Background: an optimization exercise with open tools, aiming at small area and a short achievable clock period. Do not read the settings as production practice. RTL that was checked went through simulation tests only; none was proved equivalent to the original.

## fft_16
module fft_16 (
    input                clk,
    input                rst_n,
    input                en,
    input  signed [11:0] sin_re,
    input  signed [11:0] sin_im,
    output signed [11:0] sout_re,
    output signed [11:0] sout_im
);
Size in the first run: about 4,300 cells after synthesis, roughly 660 flip-flops, ~41,000 um2 of cells after synthesis.
Settings: LEC_CHECK=0, ABC_CLOCK_PERIOD_IN_PS=2500, CAP_MARGIN=20, CORE_MARGIN=2, CORE_UTILIZATION=40, SLEW_MARGIN=20; clock period 11.0 ns.
standard.sh (not shown) runs the stock make flow with config.mk's settings and CLKGATE_MAP_FILE= SYNTH_SCRIPT=/design/flow/synth_recipe.tcl, a recipe that flattens the netlist after the stock synthesis.
==> flow/flow/run.sh <==
#!/bin/bash
set -euo pipefail
export SETUP_SLACK_MARGIN=7.25
export SETUP_MOVE_SEQUENCE=unbuffer,sizeup,swap,clone,split
bash standard.sh > make_standard.log 2>&1
Edit:
==> flow/flow/run.sh (replaced) <==
#!/bin/bash
set -euo pipefail
export SETUP_SLACK_MARGIN=7.5
export SETUP_MOVE_SEQUENCE=unbuffer,sizeup,swap,clone,split
bash standard.sh > make_standard.log 2>&1
=>
- first-iteration DRC count grows by a little under a tenth
- via count increases slightly
- cell area rose by a few percent
- routed wire length goes down slightly
No functional check of the RTL was part of any run of this note.

* * *

== north ==
fft_16, a different RTL version from the one above (not shown whole).
For scale: ~5,500 cells after synthesis, ~510 flip-flops, roughly 51 I/O pins, ~0.046 sq mm of cells after synthesis.
==> flow/config.mk <==
export PLATFORM = sky130hd
export DESIGN_NAME = fft_16
export DESIGN_NICKNAME = fft_16
export VERILOG_FILES = /design/flow/design.v
export SDC_FILE = /design/flow/constraint.sdc
export NUM_CORES = 4
export LEC_CHECK = 0
export CAP_MARGIN = 20
export CORE_MARGIN = 2
export CORE_UTILIZATION = 40
export SLEW_MARGIN = 20
==> flow/constraint.sdc <==
create_clock -name core_clock -period 11.0 [get_ports {clk}]
set_input_delay 2.2000 -clock core_clock [delete_from_list [all_inputs] [get_ports {clk}]]
set_output_delay 2.2000 -clock core_clock [all_outputs]
set_load 0.01 [all_outputs]
run.sh (not shown) runs the stock make flow with config.mk's settings and CLKGATE_MAP_FILE= SYNTH_SCRIPT=/design/flow/synth_recipe.tcl, a recipe that flattens the netlist after the stock synthesis.
Stock flow here: none of the scripts above is used.
### north -> south
Settings: SETUP_SLACK_MARGIN now 5, previously not set; ABC_CLOCK_PERIOD_IN_PS now 3000, previously not set.
Findings:
- The final sequential cell count on north is in line with that on south.
- Changes observed in south relative to north: post-placement worst setup slack increased 620 ps, number of buffers created by CTS has decreased, cell area up 12%.
- Max number of standard cells in the layout, taps in and fillers out across north and south: south
- Cmp north and south / non-clock buffer count / lower: north
Function was not checked in any run of this note: the RTL went through the layout flow alone.

* * *

Setup of build 11:
Another version of the RTL of fft_16 (not shown whole).
Size in the first run: ~4400 cells after synthesis, ~700 flip-flops, roughly 51 I/O pins, ~0.042 sq mm of cells after synthesis.
==> flow/config.mk <==
export PLATFORM = sky130hd
export DESIGN_NAME = fft_16
export DESIGN_NICKNAME = fft_16
export VERILOG_FILES = /design/flow/design.v
export SDC_FILE = /design/flow/constraint.sdc
export NUM_CORES = 4
export LEC_CHECK = 0
export ABC_CLOCK_PERIOD_IN_PS = 2500
export CAP_MARGIN = 20
export CORE_MARGIN = 2
export CORE_UTILIZATION = 40
export SLEW_MARGIN = 20
==> flow/constraint.sdc <==
create_clock -name core_clock -period 11.0 [get_ports {clk}]
set_input_delay 2.2000 -clock core_clock [delete_from_list [all_inputs] [get_ports {clk}]]
set_output_delay 2.2000 -clock core_clock [all_outputs]
set_load 0.01 [all_outputs]
standard.sh (not shown) runs the stock make flow with config.mk's settings and CLKGATE_MAP_FILE= SYNTH_SCRIPT=/design/flow/synth_recipe.tcl, a recipe that flattens the netlist after the stock synthesis.
==> flow/flow/run.sh <==
#!/bin/bash
set -euo pipefail
export SETUP_SLACK_MARGIN=7.7
export SETUP_MOVE_SEQUENCE=unbuffer,sizeup,swap,clone,split
bash standard.sh > make_standard.log 2>&1
Here is what was changed in the inputs of build 46 compared with build 11.
- putting CTS_CLUSTER_DIAMETER at 100 where nothing was set
- putting CTS_CLUSTER_SIZE at 30 where nothing was set
Findings:
- Compared to build 11, build 46 has antenna diode instance count 2 lower.
- In the flow results for build 11 and build 46, the clock skew is larger on build 46.
- The number of multi-input logic gates was comparable across build 11 and build 46.
- Comparing build 11 and build 46, the lower number of antenna violations at the first check in global routing was measured on build 46.
- Highest clock rate: build 46 vs build 11 — no meaningful difference
- Diff build 11 and build 46: count of buffering cells on the critical path with inverters included higher in build 11
- Routed wire length, build 11 and build 46: larger value in build 11
The following lists how build 6 was set up differently from build 46:
- CTS_CLUSTER_SIZE no longer set, was 30
- CTS_CLUSTER_DIAMETER no longer set, was 100
==> flow/flow/run.sh <==
#!/bin/bash
set -euo pipefail
export SETUP_SLACK_MARGIN=7.5
export SETUP_MOVE_SEQUENCE=unbuffer,sizeup,swap,clone,split
bash standard.sh > make_standard.log 2>&1
## What came out
Looking at sequential share of cell area across build 6 and build 46, the one that comes out lower is build 6.
Setup slack of the most critical reg-to-reg path across build 6 and build 46: no real change.
Number of buffers and inverters on the critical path across build 6 and build 46: no real change.
Diff build 46 -> build 6: data arrival time of the critical path up 0.06 ns; quantity of gates resized following cts down 53%.

## re-timing with driven ports
Ports are ideal in the flow. The routed layouts listed here were re-timed in OpenROAD.
Step 1 (the two cells are an assumption about what drives the block):
set clk [get_ports {clk}]
set_driving_cell -lib_cell sky130_fd_sc_hd__clkbuf_16 $clk
set_driving_cell -lib_cell sky130_fd_sc_hd__buf_2 [delete_from_list [all_inputs] $clk]
Step 2 moves the port delays by t, midway between the first and last clock arrival at a register: inputs arrive t later, outputs are due t later. That takes back most of the time a late clock gives input paths.
Slacks: ideal ports / drivers / drivers and shift; pairs: ideal ports / drivers.
run | t (ns) | setup WS [ns] | worst hold slack (ns)
the first run of note 1 | 0.708 | 7.313 / 7.244 / 6.697 | 0.326 / 0.326 / 0.326
the second run of note 1 | 0.715 | 7.419 / 7.419 / 6.798 | 0.312 / 0.312 / 0.312
north | 0.738 | 1.393 / 1.393 / 1.393 | 0.407 / 0.407 / 0.407
south | 0.683 | 2.829 / 2.829 / 2.829 | 0.406 / 0.406 / 0.406
build 11 | 0.725 | 7.578 / 7.578 / 6.959 | 0.308 / 0.308 / 0.308
build 46 | 0.746 | 7.580 / 7.580 / 6.974 | 0.322 / 0.322 / 0.322
build 6 | 0.721 | 7.503 / 7.489 / 6.818 | 0.318 / 0.318 / 0.318
After both steps every run listed still meets setup and hold. For build 6, which loses most, drivers alone change the setup slack by -0.014 ns; drivers and shift together by -0.685 ns.
